What follows belongs to an exercise in optimizing a design on an open flow for a short achievable clock period and few clock cycles; a production flow would make more cautious choices.
In this exercise RTL edits were held to simulation tests only and were not proved equivalent to the original.
No activity file was given, so power comes from the tool's default toggle rates.

## flow/run.sh

```bash
#!/bin/bash
set -euo pipefail
bash standard.sh synth > synth.log 2>&1
bash standard.sh SETUP_SLACK_MARGIN=6 TNS_END_PERCENT=100 finish > layout.log 2>&1
```

## standard.sh

```bash
#!/bin/bash
# synth_recipe.tcl (not shown) runs the flow's synth.tcl, then flattens the netlist and writes it again
# the make line also repeats each setting of config.mk as NAME=value (left out here)
make -C /OpenROAD-flow-scripts/flow DESIGN_CONFIG=/design/flow/config.mk WORK_HOME=/design/flow/orfs CLKGATE_MAP_FILE= SYNTH_SCRIPT=/design/flow/synth_recipe.tcl "${@:-finish}"
```

## config.mk

```make
export PLATFORM = sky130hd
export DESIGN_NAME = SingleCycleMIPS
export DESIGN_NICKNAME = SingleCycleMIPS
export VERILOG_FILES = /design/flow/design.v
export SDC_FILE = /design/flow/constraint.sdc
export NUM_CORES = 8
export LEC_CHECK = 0
export CAP_MARGIN = 40
export CORE_MARGIN = 2
export CORE_UTILIZATION = 45
export PLACE_DENSITY = 0.6
export SETUP_SLACK_MARGIN = 5
export SLEW_MARGIN = 40
export SYNTH_HIERARCHICAL = 1
export SYNTH_MINIMUM_KEEP_SIZE = 0
```

## constraint.sdc

```tcl
create_clock -name core_clock -period 9.0 [get_ports {clk}]
set_input_delay 1.8000 -clock core_clock [delete_from_list [all_inputs] [get_ports {clk}]]
set_output_delay 1.8000 -clock core_clock [all_outputs]
set_load 0.01 [all_outputs]
```

## design.v

```verilog
module Register(
    clk,
    rst_n,
    sel_1,
    sel_2,
    write_reg,
    write_data,
    read_data_1,
    read_data_2,
    lo
);
input         clk;
input         rst_n;
input  [31:0] sel_1;          
input  [31:0] sel_2;
input  [4:0]  write_reg;      
input  [31:0] write_data;
output [31:0] read_data_1;
output [31:0] read_data_2;
output [31*9-1:0] lo;          
reg  [31:0] rf [1:31];
wire [31:0] t1 [0:31];
wire [31:0] t2 [0:31];
assign t1[0] = 32'd0;
assign t2[0] = 32'd0;
genvar g;
generate
    for (g = 1; g < 32; g = g + 1) begin : regs
        assign lo[(g-1)*9 +: 9] = rf[g][8:0];
        assign t1[g] = t1[g-1] | ({32{sel_1[g]}} & rf[g]);
        assign t2[g] = t2[g-1] | ({32{sel_2[g]}} & rf[g]);
        always @(posedge clk) begin
            if (~rst_n)
                rf[g] <= 32'd0;
            else if (write_reg == g)
                rf[g] <= write_data;
        end
    end
endgenerate
assign read_data_1 = t1[31];
assign read_data_2 = t2[31];
endmodule
module Control(
    instr,
    op_add,
    op_sub,
    op_and,
    op_or,
    op_slt,
    op_sll,
    op_srl,
    op_imm,
    op_link,
    is_lw,
    is_sw,
    is_beq,
    is_bne,
    is_j,
    is_jal,
    is_jr,
    use_rs,
    use_rt,
    dst
);
input  [31:0] instr;
output op_add, op_sub, op_and, op_or, op_slt, op_sll, op_srl, op_imm, op_link;
output is_lw, is_sw, is_beq, is_bne, is_j, is_jal, is_jr;
output use_rs;       
output use_rt;       
output [4:0] dst;    
wire [5:0] opcode = instr[31:26];
wire [5:0] funct  = instr[5:0];
wire       rtype  = (opcode == 6'h00);
wire r_add = rtype & (funct == 6'h20);
wire r_sub = rtype & (funct == 6'h22);
wire r_and = rtype & (funct == 6'h24);
wire r_or  = rtype & (funct == 6'h25);
wire r_slt = rtype & (funct == 6'h2a);
wire r_sll = rtype & (funct == 6'h00);
wire r_srl = rtype & (funct == 6'h02);
wire r_jr  = rtype & (funct == 6'h08);
wire i_addi = (opcode == 6'h08);
assign is_lw   = (opcode == 6'h23);
assign is_sw   = (opcode == 6'h2b);
assign is_beq  = (opcode == 6'h04);
assign is_bne  = (opcode == 6'h05);
assign is_j    = (opcode == 6'h02);
assign is_jal  = (opcode == 6'h03);
assign is_jr   = r_jr;
assign op_add  = r_add | i_addi;
assign op_sub  = r_sub;
assign op_and  = r_and;
assign op_or   = r_or;
assign op_slt  = r_slt;
assign op_sll  = r_sll;
assign op_srl  = r_srl;
assign op_imm  = i_addi;
assign op_link = is_jal;
wire r_wr = r_add | r_sub | r_and | r_or | r_slt | r_sll | r_srl;
assign dst = is_jal ? 5'd31 :
             r_wr   ? instr[15:11] :
             (i_addi | is_lw) ? instr[20:16] : 5'd0;
assign use_rs = ~(is_j | is_jal);
assign use_rt = rtype | is_beq | is_bne;
endmodule
module ALU(
    in0,
    in1,
    in1x,
    cin,
    shamt,
    op_add,
    op_sub,
    op_and,
    op_or,
    op_slt,
    op_sll,
    op_srl,
    op_link,
    link,
    sum,
    lt,
    other
);
input  [31:0] in0;
input  [31:0] in1;        
input  [31:0] in1x;       
input         cin;        
input  [4:0]  shamt;
input         op_add, op_sub, op_and, op_or, op_slt, op_sll, op_srl, op_link;
input  [31:0] link;
output [31:0] sum;
output        lt;
output [31:0] other;
wire [32:0] sx;
wire [31:0] s = sx[32:1];
KSAdd #(.W(33)) adder(.a({in0, 1'b1}), .b({in1x, cin}), .s(sx));
assign sum   = {32{op_add | op_sub}} & s;
assign lt    = op_slt & ((in0[31] ^ in1[31]) ? in0[31] : s[31]);
assign other = ({32{op_and}}  & (in0 & in1))
             | ({32{op_or}}   & (in0 | in1))
             | ({32{op_sll}}  & (in1 << shamt))
             | ({32{op_srl}}  & (in1 >> shamt))
             | ({32{op_link}} & link);
endmodule
module KSAdd #(parameter W = 32) (
    input  [W-1:0] a,
    input  [W-1:0] b,
    output [W-1:0] s
);
wire [W-1:0] p0 = a ^ b;
wire [W-1:0] gl [0:5];
wire [W-1:0] pl [0:5];
assign gl[0] = a & b;
assign pl[0] = p0;
genvar l, i;
generate
    for (l = 0; l < 5; l = l + 1) begin : lv
        for (i = 0; i < W; i = i + 1) begin : bt
            if (i >= (1 << l)) begin : comb
                assign gl[l+1][i] = gl[l][i] | (pl[l][i] & gl[l][i - (1 << l)]);
                assign pl[l+1][i] = pl[l][i] & pl[l][i - (1 << l)];
            end else begin : pass
                assign gl[l+1][i] = gl[l][i];
                assign pl[l+1][i] = pl[l][i];
            end
        end
    end
endgenerate
assign s = p0 ^ { gl[5][W-2:0], 1'b0 };
endmodule
module IncDec #(parameter W = 20) (
    input  [W-1:0] a,
    output [W-1:0] inc,
    output [W-1:0] dec
);
genvar i;
generate
    for (i = 0; i < W; i = i + 1) begin : bt
        if (i == 0) begin : b0
            assign inc[i] = ~a[i];
            assign dec[i] = ~a[i];
        end else begin : bn
            assign inc[i] = a[i] ^ (&a[i-1:0]);
            assign dec[i] = a[i] ^ ~(|a[i-1:0]);
        end
    end
endgenerate
endmodule
module Fwd (
    input  [31:0] sum,       
    input  [31:0] other,
    input         lt,
    input  [31:0] rdm,       
    input  [31:0] w,         
    input  [31:0] rf,        
    input         s_e, s_ld, s_w,
    output [31:0] y
);
assign y = ({32{s_e}}  & (sum | other | { 31'd0, lt }))
         | ({32{s_ld}} & rdm)
         | ({32{s_w}}  & w)
         | rf;
endmodule
module FwdB #(parameter INV = 0) (
    input  [31:0] sum,
    input  [31:0] other,
    input         lt,
    input  [31:0] rdm,
    input  [31:0] w,
    input  [31:0] rf,
    input  [31:0] imm,
    input         s_e, s_ld, s_w, s_rf, s_imm,
    input         inv,
    output [31:0] y
);
wire [31:0] t = ({32{s_e}}   & (sum | other | { 31'd0, lt }))
              | ({32{s_ld}}  & rdm)
              | ({32{s_w}}   & w)
              | ({32{s_rf}}  & rf)
              | ({32{s_imm}} & imm);
generate
    if (INV) begin : x
        assign y = t ^ {32{inv}};
    end else begin : p
        assign y = t;
    end
endgenerate
endmodule
module Mux4 #(parameter W = 1) (
    input  [W-1:0] d0, d1, d2, d3,
    input  [1:0]   s,
    output [W-1:0] y
);
assign y = s[1] ? (s[0] ? d3 : d2) : (s[0] ? d1 : d0);
endmodule
module Mux64 #(parameter W = 1) (
    input  [64*W-1:0] d,
    input  [5:0]      s,
    output [W-1:0]    y
);
wire [16*W-1:0] l1;
wire [4*W-1:0]  l2;
genvar i;
generate
    for (i = 0; i < 16; i = i + 1) begin : m1
        Mux4 #(.W(W)) m(.d0(d[(4*i)*W +: W]), .d1(d[(4*i+1)*W +: W]),
                        .d2(d[(4*i+2)*W +: W]), .d3(d[(4*i+3)*W +: W]),
                        .s(s[1:0]), .y(l1[i*W +: W]));
    end
    for (i = 0; i < 4; i = i + 1) begin : m2
        Mux4 #(.W(W)) m(.d0(l1[(4*i)*W +: W]), .d1(l1[(4*i+1)*W +: W]),
                        .d2(l1[(4*i+2)*W +: W]), .d3(l1[(4*i+3)*W +: W]),
                        .s(s[3:2]), .y(l2[i*W +: W]));
    end
endgenerate
Mux4 #(.W(W)) m3(.d0(l2[0 +: W]), .d1(l2[W +: W]), .d2(l2[2*W +: W]), .d3(l2[3*W +: W]),
                 .s(s[5:4]), .y(y));
endmodule
module AOMux #(parameter N = 32, W = 7) (
    input  [N*W-1:0] d,
    input  [N-1:0]   sel,
    output [W-1:0]   y
);
wire [W-1:0] t [0:N];
assign t[0] = {W{1'b0}};
genvar k;
generate
    for (k = 0; k < N; k = k + 1) begin : o
        assign t[k+1] = t[k] | ({W{sel[k]}} & d[k*W +: W]);
    end
endgenerate
assign y = t[N];
endmodule
module Mux32 #(parameter W = 1) (
    input  [32*W-1:0] d,
    input  [4:0]      s,
    output [W-1:0]    y
);
wire [8*W-1:0] l1;
wire [2*W-1:0] l2;
genvar i;
generate
    for (i = 0; i < 8; i = i + 1) begin : m1
        Mux4 #(.W(W)) m(.d0(d[(4*i)*W +: W]), .d1(d[(4*i+1)*W +: W]),
                        .d2(d[(4*i+2)*W +: W]), .d3(d[(4*i+3)*W +: W]),
                        .s(s[1:0]), .y(l1[i*W +: W]));
    end
    for (i = 0; i < 2; i = i + 1) begin : m2
        Mux4 #(.W(W)) m(.d0(l1[(4*i)*W +: W]), .d1(l1[(4*i+1)*W +: W]),
                        .d2(l1[(4*i+2)*W +: W]), .d3(l1[(4*i+3)*W +: W]),
                        .s(s[3:2]), .y(l2[i*W +: W]));
    end
endgenerate
assign y = s[4] ? l2[W +: W] : l2[0 +: W];
endmodule
module Add3 #(parameter W = 9) (
    input  [W-1:0] a,
    input  [W-1:0] b,
    input  [W-1:0] c,
    input          cin,
    output [W-1:0] s
);
wire [W-1:0] x = a ^ b ^ c;
wire [W-1:0] y = { (a[W-2:0] & b[W-2:0]) | (a[W-2:0] & c[W-2:0]) | (b[W-2:0] & c[W-2:0]), cin };
KSAdd #(.W(W)) add(.a(x), .b(y), .s(s));
endmodule
module OutReg #(parameter W = 32) (
    input              clk,
    input              rst_n,
    input      [W-1:0] d,
    output reg [W-1:0] q
);
always @(posedge clk) begin
    if (~rst_n) q <= {W{1'b0}};
    else        q <= d;
end
endmodule
module SingleCycleMIPS( 
    clk,
    rst_n,
    IR_addr,
    IR,
    ReadDataMem,
    CEN,
    WEN,
    A,
    Data2Mem,
    OEN
);
input         clk, rst_n;
input  [31:0] IR;
output [31:0] IR_addr;
input  [31:0] ReadDataMem;  
output        CEN;  
output        WEN;  
output [6:0]  A;  
output [31:0] Data2Mem;  
output        OEN;  
localparam BTB_B = 5;             
localparam BTB_N = 1 << BTB_B;
reg  [31:0] pc;           
reg         d_valid;      
reg  [31:0] d_ir;
reg  [31:0] d_pc;
reg         d_pt;
reg  [11:2] d_ptgt;
reg  [31:0] d_rs_oh, d_rt_oh;     
reg  [31:0] d_rs_sel, d_rt_sel;   
reg         d_fe_a, d_fe_b;       
reg         d_fw_a, d_fw_b;       
reg  [4:0]  d_dst_r;              
reg         d_mem;                
reg         d_stall;              
reg         d_immr;               
reg  [31*7-1:0] d_sums;           
reg  [31:0] d_rs_asel;            
reg         d_fww;                
reg  [6:0]  d_fww_sum;            
reg         d_invr;               
reg         e_valid;      
reg  [31:0] e_a, e_b;     
reg  [31:0] e_bx;         
reg         e_cin;        
reg  [4:0]  e_shamt;
reg  [31:0] e_pc4;
reg  [11:2] e_tgt;        
reg  [19:0] e_jhi;        
reg         e_bcy, e_bs;  
reg         e_pt;         
reg         e_skip1;      
reg         e_tok;        
reg  [11:2] e_ptgt;       
reg  [19:0] e_pchi;       
reg  [4:0]  e_dst;        
reg         e_add, e_sub, e_and, e_or, e_slt, e_sll, e_srl, e_link;
reg         e_lw, e_beq, e_bne, e_j, e_jr;
reg  [31:0] w_res;        
reg  [4:0]  w_dst;        
reg         CEN_r, WEN_r, OEN_r;
reg  [6:0]  A_r;
reg  [31:0] D_r;
assign CEN      = CEN_r;
assign WEN      = WEN_r;
assign OEN      = OEN_r;
assign A        = A_r;
assign Data2Mem = D_r;
reg              bt_v   [0:BTB_N-1];
reg              bt_j   [0:BTB_N-1];
reg  [1:0]       bt_c   [0:BTB_N-1];
reg  [11:2]      bt_t   [0:BTB_N-1];
reg              bt_p   [0:BTB_N-1];    
wire [BTB_B-1:0] f_bidx = pc[BTB_B+1:2];
wire             f_pt;
wire [11:2]      f_ptgt;
wire [BTB_N*11-1:0] bt_all;
genvar bj;
generate
    for (bj = 0; bj < BTB_N; bj = bj + 1) begin : btbr
        assign bt_all[bj*11 +: 11] = { bt_p[bj], bt_t[bj] };
    end
endgenerate
reg  [BTB_N-1:0] pc_oh;
AOMux #(.N(BTB_N), .W(11)) btbmux(.d(bt_all), .sel(pc_oh), .y({ f_pt, f_ptgt }));
wire [31:0]      f_pc4;
wire [29:0]      f_pc4_dec;
IncDec #(.W(30)) pcinc(.a(pc[31:2]), .inc(f_pc4[31:2]), .dec(f_pc4_dec));
assign f_pc4[1:0] = pc[1:0];
wire [31:0]      f_pred = f_pt ? { pc[31:12], f_ptgt, 2'b00 } : f_pc4;
wire [4:0]  f_rs    = IR[25:21];
wire [4:0]  f_rt    = IR[20:16];
wire [31:0] f_rs_oh = 32'd1 << f_rs;
wire [31:0] f_rt_oh = 32'd1 << f_rt;
wire [4:0]  d_dst;
wire        skipsq;
wire        f_fe_a  = d_valid & ~skipsq & (d_dst_r != 5'd0) & (f_rs == d_dst_r);
wire        f_fe_b  = d_valid & ~skipsq & (d_dst_r != 5'd0) & (f_rt == d_dst_r);
wire        f_mem   = (IR[31:26] == 6'h23) | (IR[31:26] == 6'h2b);
wire [4:0]  f_dst;
wire        f_sub, f_slt, f_imm_op;
Control fctrl(
    .instr(IR),
    .op_add(), .op_sub(f_sub), .op_and(), .op_or(),
    .op_slt(f_slt), .op_sll(), .op_srl(), .op_imm(f_imm_op),
    .op_link(),
    .is_lw(), .is_sw(), .is_beq(), .is_bne(),
    .is_j(), .is_jal(), .is_jr(),
    .use_rs(), .use_rt(),
    .dst(f_dst)
);
wire        f_fw_a  = ~f_fe_a & (e_dst != 5'd0) & (f_rs == e_dst);
wire        f_fw_b  = ~f_fe_b & (e_dst != 5'd0) & (f_rt == e_dst);
wire [31*9-1:0] rf_lo;
wire        f_fww_a = ~f_fe_a & ~f_fw_a & (w_dst != 5'd0) & (f_rs == w_dst);
wire [31*7-1:0] f_sums;
wire [8:0]  f_wws;
genvar ak;
generate
    for (ak = 0; ak < 31; ak = ak + 1) begin : asum
        wire [8:0] sk;
        KSAdd #(.W(9)) oadd(.a(rf_lo[ak*9 +: 9]), .b(IR[8:0]), .s(sk));
        assign f_sums[ak*7 +: 7] = sk[8:2];
    end
endgenerate
KSAdd #(.W(9)) wwadd(.a(w_res[8:0]), .b(IR[8:0]), .s(f_wws));
wire [4:0]  d_rs  = d_ir[25:21];
wire [4:0]  d_rt  = d_ir[20:16];
wire [31:0] d_imm = { {16{d_ir[15]}}, d_ir[15:0] };
wire d_add, d_sub, d_and, d_or, d_slt, d_sll, d_srl, d_imm_op, d_link;
wire d_lw, d_sw, d_beq, d_bne, d_j, d_jal, d_jr, d_use_rs, d_use_rt;
Control ctrl(
    .instr(d_ir),
    .op_add(d_add), .op_sub(d_sub), .op_and(d_and), .op_or(d_or),
    .op_slt(d_slt), .op_sll(d_sll), .op_srl(d_srl), .op_imm(d_imm_op),
    .op_link(d_link),
    .is_lw(d_lw), .is_sw(d_sw), .is_beq(d_beq), .is_bne(d_bne),
    .is_j(d_j), .is_jal(d_jal), .is_jr(d_jr),
    .use_rs(d_use_rs), .use_rt(d_use_rt),
    .dst(d_dst)
);
wire [31:0] d_pc4     = d_pc + 32'd4;
wire [31:0] d_jtarget = { d_pc4[31:28], d_ir[25:0], 2'b00 };
wire [11:0] bt_sx;
wire [10:0] bt_lo = bt_sx[11:1];
KSAdd #(.W(12)) btadd(.a({1'b0, d_pc[11:2], 1'b1}), .b({1'b0, d_ir[9:0], 1'b1}), .s(bt_sx));
wire [31:0] e_sum, e_other;
wire        e_lt;
wire [31:0] e_res = e_sum | e_other | { 31'd0, e_lt };
wire [31:0] e_val = e_lw ? ReadDataMem : e_res;
wire        fe_a  = d_fe_a;
wire        fe_b  = d_fe_b;
wire        fw_a  = d_fw_a;
wire        fw_b  = d_fw_b;
wire [31:0] rf_a, rf_b;
wire [6:0]  rf_addr;
Register mips_reg(
    .clk(clk),
    .rst_n(rst_n),
    .sel_1(d_rs_sel),
    .sel_2(d_rt_sel),
    .write_reg(w_dst),
    .write_data(w_res),
    .read_data_1(rf_a),
    .read_data_2(rf_b),
    .lo(rf_lo)
);
wire        fa_w  = fw_a;
wire        fa_ld = fe_a & e_lw;
wire        fb_w  = fw_b;
wire        fb_ld = fe_b & e_lw;
wire [31:0] d_a, d_b, d_bi, d_bx;
Fwd fwa (.sum(e_sum), .other(e_other), .lt(e_lt), .rdm(ReadDataMem), .w(w_res),
         .rf(rf_a), .s_e(fe_a), .s_ld(fa_ld), .s_w(fa_w), .y(d_a));
Fwd fwb (.sum(e_sum), .other(e_other), .lt(e_lt), .rdm(ReadDataMem), .w(w_res),
         .rf(rf_b), .s_e(fe_b), .s_ld(fb_ld), .s_w(fb_w), .y(d_b));
FwdB #(.INV(0)) fwbi(.sum(e_sum), .other(e_other), .lt(e_lt), .rdm(ReadDataMem), .w(w_res),
         .rf(rf_b), .imm(d_imm), .s_e(fe_b & ~d_immr), .s_ld(fb_ld & ~d_immr),
         .s_w(fb_w & ~d_immr), .s_rf(~d_immr), .s_imm(d_immr), .inv(1'b0), .y(d_bi));
FwdB #(.INV(1)) fwbx(.sum(e_sum), .other(e_other), .lt(e_lt), .rdm(ReadDataMem), .w(w_res),
         .rf(rf_b), .imm(d_imm), .s_e(fe_b & ~d_immr), .s_ld(fb_ld & ~d_immr),
         .s_w(fb_w & ~d_immr), .s_rf(~d_immr), .s_imm(d_immr), .inv(d_invr), .y(d_bx));
wire [8:0]  ld_sum, w_sum;
KSAdd #(.W(9)) ldadd(.a(ReadDataMem[8:0]), .b(d_ir[8:0]), .s(ld_sum));
KSAdd #(.W(9)) wadd(.a(w_res[8:0]), .b(d_ir[8:0]), .s(w_sum));
AOMux #(.N(32), .W(7)) amux(.d({ d_sums, d_ir[8:2] }), .sel(d_rs_asel), .y(rf_addr));
wire [8:0]  e_osum;
Add3 #(.W(9)) eadd(.a(e_a[8:0]), .b(e_bx[8:0]), .c(d_ir[8:0]), .cin(e_cin), .s(e_osum));
wire        fa_alu = fe_a & ~e_lw;
wire [6:0]  d_addr = ({7{fa_ld}} & ld_sum[8:2]) | ({7{fa_w}} & w_sum[8:2])
                   | ({7{fa_alu}} & e_osum[8:2])
                   | ({7{d_fww}} & d_fww_sum) | rf_addr;
ALU alu(
    .in0(e_a),
    .in1(e_b),
    .in1x(e_bx),
    .cin(e_cin),
    .shamt(e_shamt),
    .op_add(e_add), .op_sub(e_sub), .op_and(e_and), .op_or(e_or),
    .op_slt(e_slt), .op_sll(e_sll), .op_srl(e_srl),
    .op_link(e_link),
    .link(e_pc4),
    .sum(e_sum),
    .lt(e_lt),
    .other(e_other)
);
wire [19:0] e_pchi_p1, e_pchi_m1;
IncDec #(.W(20)) pchi(.a(e_pchi), .inc(e_pchi_p1), .dec(e_pchi_m1));
wire        e_bsame  = (e_bcy == e_bs);
wire [19:0] e_bhi    = e_bsame ? e_pchi : (e_bcy ? e_pchi_p1 : e_pchi_m1);
wire [31:0] e_atgt   = e_jr ? e_a : { (e_j ? e_jhi : e_bhi), e_tgt, (e_j ? 2'b00 : e_pc4[1:0]) };
wire        e_tgt_ok = e_jr ? (e_a == { e_pchi, e_ptgt, 2'b00 }) : e_tok;
wire        e_eq     = (e_a == e_b);
wire        e_br     = e_beq | e_bne;
wire        e_taken  = e_j | e_jr | (e_beq & e_eq) | (e_bne & ~e_eq);
assign      skipsq   = e_valid & e_skip1 & e_taken & ~e_pt & d_valid & ~d_pt & ~d_stall;
wire        redirect = e_valid & ((e_taken != e_pt) | (e_taken & ~e_tgt_ok)) & ~skipsq;
wire [31:0] redir_pc = e_taken ? e_atgt : e_pc4;
reg              u_upd, u_ctl, u_taken, u_br, u_pt, u_skip1;
reg  [BTB_B-1:0] u_bidx;
reg  [11:2]      u_tgt;
always @(posedge clk) begin
    u_upd   <= rst_n & e_valid;
    u_ctl   <= e_br | e_j | e_jr;
    u_br    <= e_br;
    u_taken <= e_taken;
    u_pt    <= e_pt;
    u_skip1 <= e_skip1;
    u_bidx  <= e_pc4[BTB_B+1:2] - 1'b1;
    u_tgt   <= e_atgt[11:2];
end
genvar bi;
generate
    for (bi = 0; bi < BTB_N; bi = bi + 1) begin : btbu
        always @(posedge clk) begin
            if (~rst_n) begin
                bt_v[bi] <= 1'b0;
                bt_p[bi] <= 1'b0;
            end else if (u_upd & (u_bidx == bi)) begin
                if (u_ctl & u_taken) begin
                    bt_v[bi] <= 1'b1;
                    bt_p[bi] <= ~u_br | (u_skip1 ? (bt_v[bi] & ~bt_j[bi] & (bt_c[bi] >= 2'b10))
                                                 : (~bt_v[bi] | bt_j[bi] | (bt_c[bi] != 2'b00)));
                    bt_j[bi] <= ~u_br;
                    bt_t[bi] <= u_tgt;
                    if (~bt_v[bi] | bt_j[bi])  bt_c[bi] <= 2'b10;
                    else if (bt_c[bi] != 2'b11) bt_c[bi] <= bt_c[bi] + 2'b01;
                end else if (u_ctl) begin
                    if (bt_c[bi] != 2'b00) bt_c[bi] <= bt_c[bi] - 2'b01;
                    bt_p[bi] <= bt_v[bi] & (bt_j[bi] | (~u_skip1 & (bt_c[bi] == 2'b11)));
                end else if (u_pt) begin
                    bt_v[bi] <= 1'b0;
                    bt_p[bi] <= 1'b0;
                end
            end
        end
    end
endgenerate
wire        stall  = d_valid & d_stall;
wire        d_go   = d_valid & ~redirect & ~stall & ~skipsq;    
wire [BTB_N-1:0] oh_redir = e_taken ? (32'd1 << e_atgt[6:2]) : (32'd1 << e_pc4[6:2]);
wire [BTB_N-1:0] oh_next  = redirect ? oh_redir :
                            stall    ? pc_oh    :
                            f_pt     ? (32'd1 << f_ptgt[6:2]) :
                                       { pc_oh[BTB_N-2:0], pc_oh[BTB_N-1] };
wire [31:0] f_next = redirect ? redir_pc :
                     stall    ? pc       : f_pred;
OutReg #(.W(32)) pc_out(.clk(clk), .rst_n(rst_n), .d(f_next), .q(IR_addr));
always @(posedge clk) begin
    if (~rst_n) begin
        pc      <= 32'd0;
        pc_oh   <= 32'd1;
        d_valid <= 1'b0;
        e_valid <= 1'b0;
        e_dst   <= 5'd0;
        e_lw    <= 1'b0;
        w_dst   <= 5'd0;
        CEN_r   <= 1'b1;
        WEN_r   <= 1'b1;
        OEN_r   <= 1'b1;
    end else begin
        pc      <= f_next;
        pc_oh   <= oh_next;
        if (redirect)    d_valid <= 1'b0;
        else if (~stall) d_valid <= 1'b1;
        e_valid <= d_go;
        e_dst   <= d_go ? d_dst : 5'd0;
        e_lw    <= d_go & d_lw;
        CEN_r   <= ~(d_go & (d_lw | d_sw));
        WEN_r   <= ~(d_go & d_sw);
        OEN_r   <= ~(d_go & d_lw);
        w_dst   <= e_dst;
    end
end
always @(posedge clk) begin
    if (~stall) begin
        d_ir     <= IR;
        d_pc     <= pc;
        d_pt     <= f_pt;
        d_ptgt   <= f_ptgt;
        d_rs_oh  <= f_rs_oh;
        d_rt_oh  <= f_rt_oh;
        d_rs_sel <= (f_fe_a | f_fw_a) ? 32'd0 : f_rs_oh;
        d_rt_sel <= (f_fe_b | f_fw_b) ? 32'd0 : f_rt_oh;
        d_fe_a   <= f_fe_a;
        d_fe_b   <= f_fe_b;
        d_fw_a   <= f_fw_a;
        d_fw_b   <= f_fw_b;
        d_dst_r  <= f_dst;
        d_mem    <= f_mem;
        d_immr   <= f_imm_op;
        d_sums   <= f_sums;
        d_rs_asel <= (f_fe_a | f_fw_a | f_fww_a) ? 32'd0 : f_rs_oh;
        d_fww    <= f_fww_a;
        d_fww_sum <= f_wws[8:2];
        d_invr   <= f_sub | f_slt;
        d_stall  <= f_mem & f_fe_a & ~d_lw & ~d_add & ~d_sub;
    end else begin
        d_rs_sel <= d_fe_a ? 32'd0 : d_rs_oh;
        d_rt_sel <= d_fe_b ? 32'd0 : d_rt_oh;
        d_fe_a   <= 1'b0;
        d_fe_b   <= 1'b0;
        d_fw_a   <= d_fe_a;
        d_fw_b   <= d_fe_b;
        d_stall  <= 1'b0;
        d_fww    <= 1'b0;
    end
    e_a      <= d_a;
    e_b      <= d_bi;
    e_bx     <= d_bx;
    e_cin    <= d_invr;
    e_shamt  <= d_ir[10:6];
    e_pc4    <= d_pc4;
    e_tgt    <= (d_j | d_jal) ? d_ir[9:0] : bt_lo[9:0];
    e_jhi    <= d_jtarget[31:12];
    e_bcy    <= bt_lo[10];
    e_bs     <= d_ir[15];
    e_pt     <= d_pt;
    e_skip1  <= (d_beq | d_bne) & (d_ir[15:0] == 16'd1);
    e_tok    <= (d_j | d_jal) ? (d_jtarget[31:2] == { d_pc[31:12], d_ptgt })
                              : ((bt_lo[9:0] == d_ptgt) & (bt_lo[10] == d_ir[15]) & (d_pc[1:0] == 2'b00));
    e_ptgt   <= d_ptgt;
    e_pchi   <= d_pc[31:12];
    e_add    <= d_add;
    e_sub    <= d_sub;
    e_and    <= d_and;
    e_or     <= d_or;
    e_slt    <= d_slt;
    e_sll    <= d_sll;
    e_srl    <= d_srl;
    e_link   <= d_link;
    e_beq    <= d_beq;
    e_bne    <= d_bne;
    e_j      <= d_j | d_jal;
    e_jr     <= d_jr;
    A_r      <= d_addr;
    D_r      <= d_b;
    w_res    <= e_val;
end
endmodule
```

==> impl_results.md, run 1 <==
- Switch Pwr: 6.27 mW
- Cell-internal power: 18.4 mW
- DR vias: 115000
- Clock tree sinks: 2349
- Port buffer count: 139
- Area of the multi-input gates: 67600 sq um
- Clock period minus worst slack: 3.28 ns
- Global placement routability congestion: 1.04
- Worst EP required: 7.20 ns
- Via/cell ratio: 6.73
- H-tree depth: 5
- Share of layout cells above drive strength 1: 15.3%
- RSZ-0062 raised after global routing: true
- Antenna Nets Post-Route: 0
- # setup viols final: 0
- Slowest stage delay, CP: 0.42 ns
- Worst path slowest cell: dfxtp_4
- Avg Inst Size Synth: 9.36 sq um
- Register area: 55600 sq um
- Worst vdd ir: 142 uV
- CTS root buffer: clkbuf_16
- Max Clock Freq: 305 MHz
- Detailed Place HPWL: 373000 um
- Fin. max-slew vios: 0
- Commonest non-fill, non-tap cell in the layout: nand2_1
- First-pass GRT wire length: 781000 um
- Core Footprint: 279000 sq um
- CTS Buf Count: 272
- Worst R2R Start: e_a[14]
- Total track usage: 37.7%
- Place WS: 4.07 ns
- Hold Path Sink: u_skip1
- Worst R2R Setup Slack: 5.85 ns
- # hold bufs at CTS: 0
- Endpoint type of the worst setup path: output pin
- Antenna violations before repair: 60
- Core Rows: 194
- Clock slew at reported path FFs: 0.06 ns
- # IOs: 140
- Cells after synthesis: 13500
- Final net count: 13700
- Starting DRT DRC Count: 18700
- Worst R2R End: pc_oh[6]
- Die Footprint: 285000 sq um
- Max FO, Critical Path: 1
- Max Clock Skew: 0.0729 ns
- DRC Markers: 0
- MaxCap Viol Count: 0
- Worst setup SP type: flip-flop
- Crit path kind: flip-flop to output pin
- Starting Density: 45.2%
- Crit-path cells: buf_6
- Cell family with most CP delay: flip-flops
- Switching part of the total: 25.4%
- CTS tree: yes
- Total Wirelength: 571000 um
- Largest net degree at the start of global routing: 138
- Syn Std Cell Area: 126000 sq um
- Synth Warn #: 20
- Reg2Reg Depth: 12
- Status: no timing/DRC/antenna violations
- LEAKAGE: 50.7 nW
- Final TNS setup: 0 ns
- Clock latency (worst-skew pair): 0.94 ns
- Tcrit/Tclk final: 36.4%
- Comb power frac: 7.3%
- Max clock buf depth: 4
- Clock power frac: 46.5%
- PwrDens: 171 nW/um^2
- Worst Tran Pin Value: 1.02 ns
- HP Start: e_skip1
- FILL cells: 25100
- Die Ht: 534 um
- Grt ovf: 0
- Seq pwr share: 46.2%
- Worst EP arrival: 1.48 ns
- Post-DR wirelength/cell: 33.4 um
- Hold Path Class: flip-flop to flip-flop
- Vias in the first global route: 105000
- Most frequent cells in the layout: nand2_1, dfxtp_1, a22oi_1
- First-pass iteration count of the detailed router: 12
- Final hold vios: 0
- Area delta synth->final: 14.2%
- Setup ws final: 5.72 ns
- Die extent in x: 534 um
- Critical path buffers and inverters: 1
- Hold Path Stages: 0
- Worst rel slew slack: 32.1%
## stage by stage
stage	cell area (sq um)	cells	power [mW]	util, %	hold slack [ns]
5_1_grt	144000	17100	25.2	51.6	0.352
3_3_place_gp	129000	16400	13.1	46.1	0.351
6_report	144000	17100	24.7	51.7	0.347
3_5_place_dp	129000	16400	13.1	46.2	0.337
4_1_cts	140000	16900	24.4	50.1	0.350
2_1_floorplan	127000	13500	12.4	-	0.331
## what timing repair did
item | CTS | global route
endpoints found under the setup margin | 1261 | 903
hold endpoints to repair | 0 | 0
pin swaps | 31 | 149
gates cloned | 5 | 26
buffers inserted | 44 | 120
gates resized for setup | 713 | 619
## per-layer routing
layer | GRT usage, % | routed length [um] | vias to the layer above | part of all wire [%]
li1 | - | - | 48600 | -
met1 | 50.3 | 220000 | 56300 | 39
met2 | 52.4 | 228000 | 8283 | 40
met3 | 13.8 | 83700 | 1832 | 15
met4 | 21.2 | 39000 | 46 | 6.8
met5 | 0 | 285 | - | 0.050
## final cells by class
type / count / area share [%]
diodes: 25 / 0.0433
clock buffers: 375 / 5.42
clock inverters: 118 / 0.890
inverters: 259 / 0.705
multi-input cells: 9657 / 46.9
flip-flops and latches: 2349 / 38.5
well taps: 3724 / 3.23
repair buffers: 597 / 4.32
repair inverters: 2 / 0.0173
## power by group through the flow
stage / Sequential (mW) / Combinational (mW) / Clock [mW]
after floorplan: 11.5 / 0.850 / 0
after global routing: 11.4 / 1.85 / 11.9
after global placement: 11.6 / 1.41 / 0
after detailed placement: 11.7 / 1.43 / 0
final: 11.4 / 1.81 / 11.5
after CTS: 11.4 / 1.49 / 11.5
## how the worst max path moves through the flow
stage	from	to	cells past startpoint
final	pc_out.q[5]	IR_addr[5]	1
after global routing	pc_out.q[5]	IR_addr[5]	1
after CTS	e_a[13]	d_rs_asel[6]	11
after detailed placement	IR[22]	d_rs_asel[21]	9
after global placement	IR[21]	d_rs_asel[31]	9
after floorplan	IR[21]	d_rs_asel[13]	10
## flip-flops by register name, summed over array words and instances (netlist names), 64 cells and up
register,cells
d_sums,217
bt_c,64
bt_t,320
mips_reg.rf,992
Testbench counts, summed over its fixed seeds: cycles 45,109.
==> inputs of run 2 (changes only) <==
==> flow/run.sh (replaced) <==
#!/bin/bash
set -euo pipefail
bash standard.sh synth > synth.log 2>&1
bash standard.sh SETUP_SLACK_MARGIN=6.5 TNS_END_PERCENT=100 finish > layout.log 2>&1
==> run 2 against run 1 <==
Against the previous run: via count up 4.1%; global-route usage up 2.3 points; critical path type unchanged; flip-flop and latch count is the same; synthesized cell count is the same.
==> impl_results.md, run 2 <==
- DR vias: 120000
- Fin. max-slew vios: 0
- Die Footprint: 285000 sq um
- DRC Markers: 0
- Vias in the first global route: 111000
- Clock tree sinks: 2349
- Dpl cell area: 129000 sq um
- Die Ht: 534 um
- Antenna violations before repair: 73
- Detailed Place HPWL: 372000 um
- Worst EP arrival: 1.45 ns
- Largest net degree at the start of global routing: 141
- Via/cell ratio: 6.76
- Max FO, Critical Path: 1
- Crit path depth: 1
- CTS Buf Count: 275
- Clock slew at reported path FFs: 0.06 ns
- Max Clock Skew: 0.0610 ns
- Top Registers: mips_reg.rf: 992 flops, bt_t: 320 flops, d_sums: 217 flops
- First-pass iteration count of the detailed router: 10
- Biggest register: mips_reg.rf
- Starting Density: 45.2%
- Port buffer count: 139
- Area of the multi-input gates: 75800 sq um
- Global placement routability congestion: 1.02
- Final net count: 14300
- First-pass GRT wire length: 826000 um
- Endpoint type of the worst setup path: output pin
- LEAKAGE: 56.6 nW
- Commonest non-fill, non-tap cell in the layout: nand2_1
- RSZ-0062 raised after global routing: true
- Worst vdd ir: 220 uV
- Worst Setup SP: pc_out.q[2]
- # IOs: 140
- Core Footprint: 279000 sq um
- PwrDens: 157 nW/um^2
- Most frequent cells in the layout: nand2_1, dfxtp_1, a22oi_1
- Cells after synthesis: 13500
- Share of layout cells above drive strength 1: 26.2%
- Worst R2R Setup Slack: 5.75 ns
- Final Cell Area: 161000 sq um
- Final TNS setup: 0 ns
- Clock period minus worst slack: 3.25 ns
- Max clock buf depth: 4
- Worst rel slew slack: 27.2%
- Worst R2R End: e_bx[7]
- Synth Warn #: 20
- Cell family with most CP delay: flip-flops
- HP Start: e_skip1
- Register area: 55600 sq um
- Status: no timing/DRC/antenna violations
- CTS root buffer: clkbuf_16
- Reg2Reg Depth: 11
- CTS tree: yes
- Post-DR wirelength/cell: 34.4 um
- Hold Path Class: flip-flop to flip-flop
- Core Rows: 194
- Slowest stage delay, CP: 0.41 ns
- Clock latency (worst-skew pair): 0.94 ns
- Syn Std Cell Area: 126000 sq um
- Critical path buffers and inverters: 1
- Worst setup SP type: flip-flop
- Starting DRT DRC Count: 18900
- Worst path slowest cell: dfxtp_4
- # hold bufs at CTS: 0
- Total Wirelength: 610000 um
- MaxCap Viol Count: 0
- H-tree depth: 5
- Tcrit/Tclk final: 36.2%
- Total track usage: 40.0%
- Avg Inst Size Synth: 9.36 sq um
- Worst EP required: 7.20 ns
- Grt ovf: 0
- Final hold vios: 0
- Worst Setup EP: IR_addr[2]
- Worst Tran Pin Value: 1.08 ns
- Crit path kind: flip-flop to output pin
- Max reg flops: 992
- Antenna Nets Post-Route: 0
- Die extent in x: 534 um
- Worst R2R Start: d_rt_sel[1]
- Area delta synth->final: 27.3%
- Max Clock Freq: 307 MHz
- Crit-path cells: buf_6
- # setup viols final: 0
- FILL cells: 23300
run 2: changes by cell type in the layout (fill, tap and decap cells not counted), moves of 66 or more:
| cell | previous run | this run |
|---|---|---|
| o21ai_1 | 36 | 102 |
| ha_4 | 21 | 173 |
| buf_16 | 17 | 86 |
| a22oi_1 | 1170 | 1061 |
| buf_6 | 115 | 259 |
| o21ai_2 | 8 | 119 |
| buf_4 | 309 | 579 |
| o21ai_0 | 462 | 275 |
| ha_1 | 408 | 251 |
| a22oi_2 | 21 | 130 |
| buf_12 | 39 | 145 |
run 2: repair_timing:
action	in CTS	in global routing
setup buffers	440	253
gates resized for setup	2469	915
cloned	65	28
pin swaps	539	577
setup endpoints to repair	2167	1330
run 2: cell type report:
class	count	area share (%)
inverter	259	0.639
antenna	34	0.0529
sequential	2349	34.6
timing repair inverter	1	0.00700
clock buffer	389	4.87
timing repair buffer	1215	9.08
clock inverter	112	0.741
tap	3724	2.90
multi-input combinational	9657	47.2
run 2: metrics by stage:
step | std cells | hold WS (ns) | util, % | setup WS [ns] | power (mW)
floorplan | 13500 | 0.331 | - | 5.62 | 12.4
global placement | 16400 | 0.356 | 46.1 | 4.05 | 13.0
detailed placement | 16400 | 0.351 | 46.3 | 4.21 | 13.1
CTS | 17400 | 0.376 | 54.9 | 5.69 | 24.9
global route | 17700 | 0.382 | 57.5 | 5.72 | 25.7
finish | 17700 | 0.379 | 57.6 | 5.75 | 25.2
run 2: power by group:
group	switching [mW]	internal [mW]
Combinational	1.40	0.945
Clock	4.88	6.55
Sequential	0.255	11.2
run 2: how the worst min path moves through the flow:
| stage | to | slack (ns) | cells past startpoint |
|---|---|---|---|
| after floorplan | u_skip1 | 0.33 | 0 |
| after global placement | e_pc4[0] | 0.36 | 0 |
| after detailed placement | u_skip1 | 0.35 | 0 |
| after CTS | u_skip1 | 0.38 | 0 |
| after global routing | u_skip1 | 0.38 | 0 |
| final | u_skip1 | 0.38 | 0 |
run 2: layer usage:
metal / share of wire [%] / track usage (%) / up-vias
met3: 15 / 14.7 / 2131
met1: 37 / 52.2 / 58700
met4: 7.3 / 23.3 / 28
met5: 0.032 / 0.550 / -
li1: - / - / 50000
met2: 40 / 56.4 / 9010

-- re-timing with driven ports --
In the flow no input, the clock included, has a driving cell. The finished layouts below were timed again as built, in two steps. Step 1 assumes that a clkbuf_16 drives the clock port and a buf_2 every other input. Step 2, shift: input delay + t, output delay - t, t = (earliest + latest rising clock arrival at the registers) / 2. This alone moves slack from input paths to output paths. a / b / c = no drivers / after step 1 / after step 2; a / b = the first two.
run	t (ns)	slack for setup (ns)	worst hold slack (ns)	clock arrival spread, ns
run 1	0.997	5.720 / 5.627 / 4.817	0.347 / 0.347 / 0.347	0.078 / 0.078
run 2	1.002	5.746 / 5.650 / 4.972	0.379 / 0.379 / 0.379	0.063 / 0.063
After both steps setup and hold are still met in every run listed. The setup slack of run 1, which loses most, moves by -0.093 ns with the drivers and by -0.903 ns with both steps.
